From an optimization exercise on the open Yosys and OpenROAD flow, aimed at small area, a short achievable clock period and few clock cycles; shortcuts taken in it are not production practice. In this exercise RTL edits were held to simulation tests only and were not proved equivalent to the original.

## job 9188
## MyDesign
module MyDesign (
  input  wire        dut_run,
  output reg         dut_busy,
  input  wire        reset_b,
  input  wire        clk,
  output wire        input_sram_write_enable,
  output wire [11:0] input_sram_write_addresss,
  output wire [15:0] input_sram_write_data,
  output reg  [11:0] input_sram_read_address,
  input  wire [15:0] input_sram_read_data,
  output reg         output_sram_write_enable,
  output reg  [11:0] output_sram_write_addresss,
  output reg  [15:0] output_sram_write_data,
  output wire [11:0] output_sram_read_address,
  input  wire [15:0] output_sram_read_data,
  output wire        scratchpad_sram_write_enable,
  output wire [11:0] scratchpad_sram_write_addresss,
  output wire [15:0] scratchpad_sram_write_data,
  output wire [11:0] scratchpad_sram_read_address,
  input  wire [15:0] scratchpad_sram_read_data,
  output wire        weights_sram_write_enable,
  output wire [11:0] weights_sram_write_addresss,
  output wire [15:0] weights_sram_write_data,
  output wire [11:0] weights_sram_read_address,
  input  wire [15:0] weights_sram_read_data
);
Size: about 3,000 cells after synthesis, roughly 580 flip-flops, roughly 230 I/O pins, roughly 34,000 um2 of cells after synthesis.
Settings: LEC_CHECK=0, CAP_MARGIN=20, CORE_MARGIN=2, CORE_UTILIZATION=40, CTS_CLUSTER_DIAMETER=80, CTS_CLUSTER_SIZE=30, PLACE_DENSITY=0.6, SETUP_SLACK_MARGIN=4.75, SLEW_MARGIN=20; clock period 8.5 ns.
run.sh (not shown) runs the stock make flow with config.mk's settings and CLKGATE_MAP_FILE= SYNTH_SCRIPT=/design/flow/synth_recipe.tcl, a recipe that flattens the netlist after the stock synthesis.
Testbench counts of job 9188, summed over its fixed seeds: cycles 100,730.
Edits applied to the flow inputs when going from job 9188 to job 8015:
diff --git a/flow/config.mk b/flow/config.mk
--- a/flow/config.mk
+++ b/flow/config.mk
@@ -10,6 +10,6 @@
 export CORE_UTILIZATION = 40
-export CTS_CLUSTER_DIAMETER = 80
+export CTS_CLUSTER_DIAMETER = 60
 export CTS_CLUSTER_SIZE = 30
 export PLACE_DENSITY = 0.6
-export SETUP_SLACK_MARGIN = 4.75
+export SETUP_SLACK_MARGIN = 4.6
 export SLEW_MARGIN = 20
Results
Job 8015 reports a higher clock network contribution to total cell area than job 9188 does. Number of clock buffers inserted by TritonCTS sits higher in job 8015 than in job 9188. Job 8015 gives more critical path depth than job 9188 did. Number of non-clock buffers (job 8015 / job 9188): 0.64. Area taken by flip-flops and latches essentially unchanged between job 9188 and job 8015. Comparing job 9188 and job 8015, the lower part of the cycle the worst path needs is on job 9188. Job 8015 vs job 9188 on final setup slack of the worst path: job 8015 is the lower one.
The following lists how job 8262 was set up differently from job 8015:
diff --git a/flow/config.mk b/flow/config.mk
--- a/flow/config.mk
+++ b/flow/config.mk
@@ -7,2 +7,3 @@
 export LEC_CHECK = 0
+export ABC_AREA = 1
 export CAP_MARGIN = 20
@@ -13,3 +14,3 @@
 export PLACE_DENSITY = 0.6
-export SETUP_SLACK_MARGIN = 4.6
+export SETUP_SLACK_MARGIN = 4.9
 export SLEW_MARGIN = 20
==> run notes <==
Against job 8015, the final cell area of job 8262 is higher. Job 8015 has higher instance count on the critical path than job 8262. Looking at final worst-path cycle share, job 8262 sits 2.1 points lower than job 8015 does. The run showing the smaller fraction of met2 tracks used by global routing is job 8015. Job 8262: no failed stages, no open violations at the end.
### job 8262 -> job 2392
diff --git a/flow/config.mk b/flow/config.mk
--- a/flow/config.mk
+++ b/flow/config.mk
@@ -7,3 +7,2 @@
 export LEC_CHECK = 0
-export ABC_AREA = 1
 export CAP_MARGIN = 20
==> comparison <==
- Job 2392 completed end to end with timing, DRC and antenna clean.
- Of job 2392 and job 8262, the run reporting the lower worst setup slack was job 8262.
- The sequential cell area of job 8262 and that of job 2392 are within noise of each other.
- Status: final cell utilization of the core parity (job 2392, job 8262)
- [job 2392] global-route usage fell 1.3 points relative to job 8262
- Job 8262 has higher routed via count than job 2392.
- Looking at number of detailed-route iterations in the first pass, job 2392 sits 1 lower than job 8262 does.
The inputs of job 4043 differ from those of job 2392 as listed below.
diff --git a/flow/config.mk b/flow/config.mk
--- a/flow/config.mk
+++ b/flow/config.mk
@@ -10,6 +10,6 @@
 export CORE_UTILIZATION = 40
-export CTS_CLUSTER_DIAMETER = 60
-export CTS_CLUSTER_SIZE = 30
+export CTS_CLUSTER_DIAMETER = 45
+export CTS_CLUSTER_SIZE = 50
 export PLACE_DENSITY = 0.6
-export SETUP_SLACK_MARGIN = 4.9
+export SETUP_SLACK_MARGIN = 4.75
 export SLEW_MARGIN = 20
## What came out
- Delta (job 4043 minus job 2392): final critical-path share of the clock period shows an increase of 1.4 points; shortest clock period the worst path allows after layout increased 0.12 ns; final instance area stayed essentially flat; count of clock-buffer cells in the layout saw an increase; final setup slack of the worst path down 0.12 ns.
- Going from job 2392 to job 4043, cell count shrank slightly.
The following lists how job 9412 was set up differently from job 4043:
diff --git a/flow/config.mk b/flow/config.mk
--- a/flow/config.mk
+++ b/flow/config.mk
@@ -10,4 +10,4 @@
 export CORE_UTILIZATION = 40
-export CTS_CLUSTER_DIAMETER = 45
-export CTS_CLUSTER_SIZE = 50
+export CTS_CLUSTER_DIAMETER = 60
+export CTS_CLUSTER_SIZE = 30
 export PLACE_DENSITY = 0.6
- Against job 4043, job 9412 reports a routed wirelength normalized by instance count that is higher.
- Job 9412 vs job 4043 on proportion of layout cells with a drive suffix above 1: job 9412 is the lower one.
- Global-route usage essentially unchanged between job 4043 and job 9412.
- Compared with job 4043, job 9412 shows a lower non-clock buffer total of the final layout.
- Clock-buffer cell count, job 4043 and job 9412, lower one = job 9412.
- On diode insertion count for antenna repair, the higher figure sits with job 9412, not job 4043.
- The slack of the critical path of job 9412 and that of job 4043 are within noise of each other.
- Relative to job 4043, synthesis-to-finish area growth has decreased by 3.3 points in job 9412.
- Job 4043 and job 9412 ended up with nearly the same standard-cell row count.

static timing again, ports no longer ideal:
How much do the figures lean on ideal ports? The routed layouts below were timed once more, with nothing changed but the port constraints.
Step 1: set_driving_cell puts a clkbuf_16 on clk and a buf_2 on each other input, an assumption about the parent block.
Step 2 moves the port delays by t, midway between the first and last clock arrival at a register: inputs arrive t later, outputs are due t later. That takes back most of the time a late clock gives input paths.
a / b / c = ideal / step 1 / step 2; a / b = the first two.
run	shift t [ns]	setup WS [ns]	worst register clock-pin slew, ns
job 9188	0.654	4.811 / 4.811 / 4.331	0.11 / 0.11
job 8015	0.680	4.740 / 4.740 / 4.370	0.11 / 0.11
job 8262	0.680	4.917 / 4.917 / 4.544	0.11 / 0.11
job 2392	0.681	4.937 / 4.899 / 4.358	0.11 / 0.11
job 4043	0.684	4.819 / 4.819 / 4.321	0.07 / 0.07
job 9412	0.679	4.818 / 4.818 / 4.361	0.11 / 0.11
After both steps setup and hold are still met in every run listed. For job 2392, which loses most, drivers alone change the setup slack by -0.038 ns; drivers and shift together by -0.579 ns.
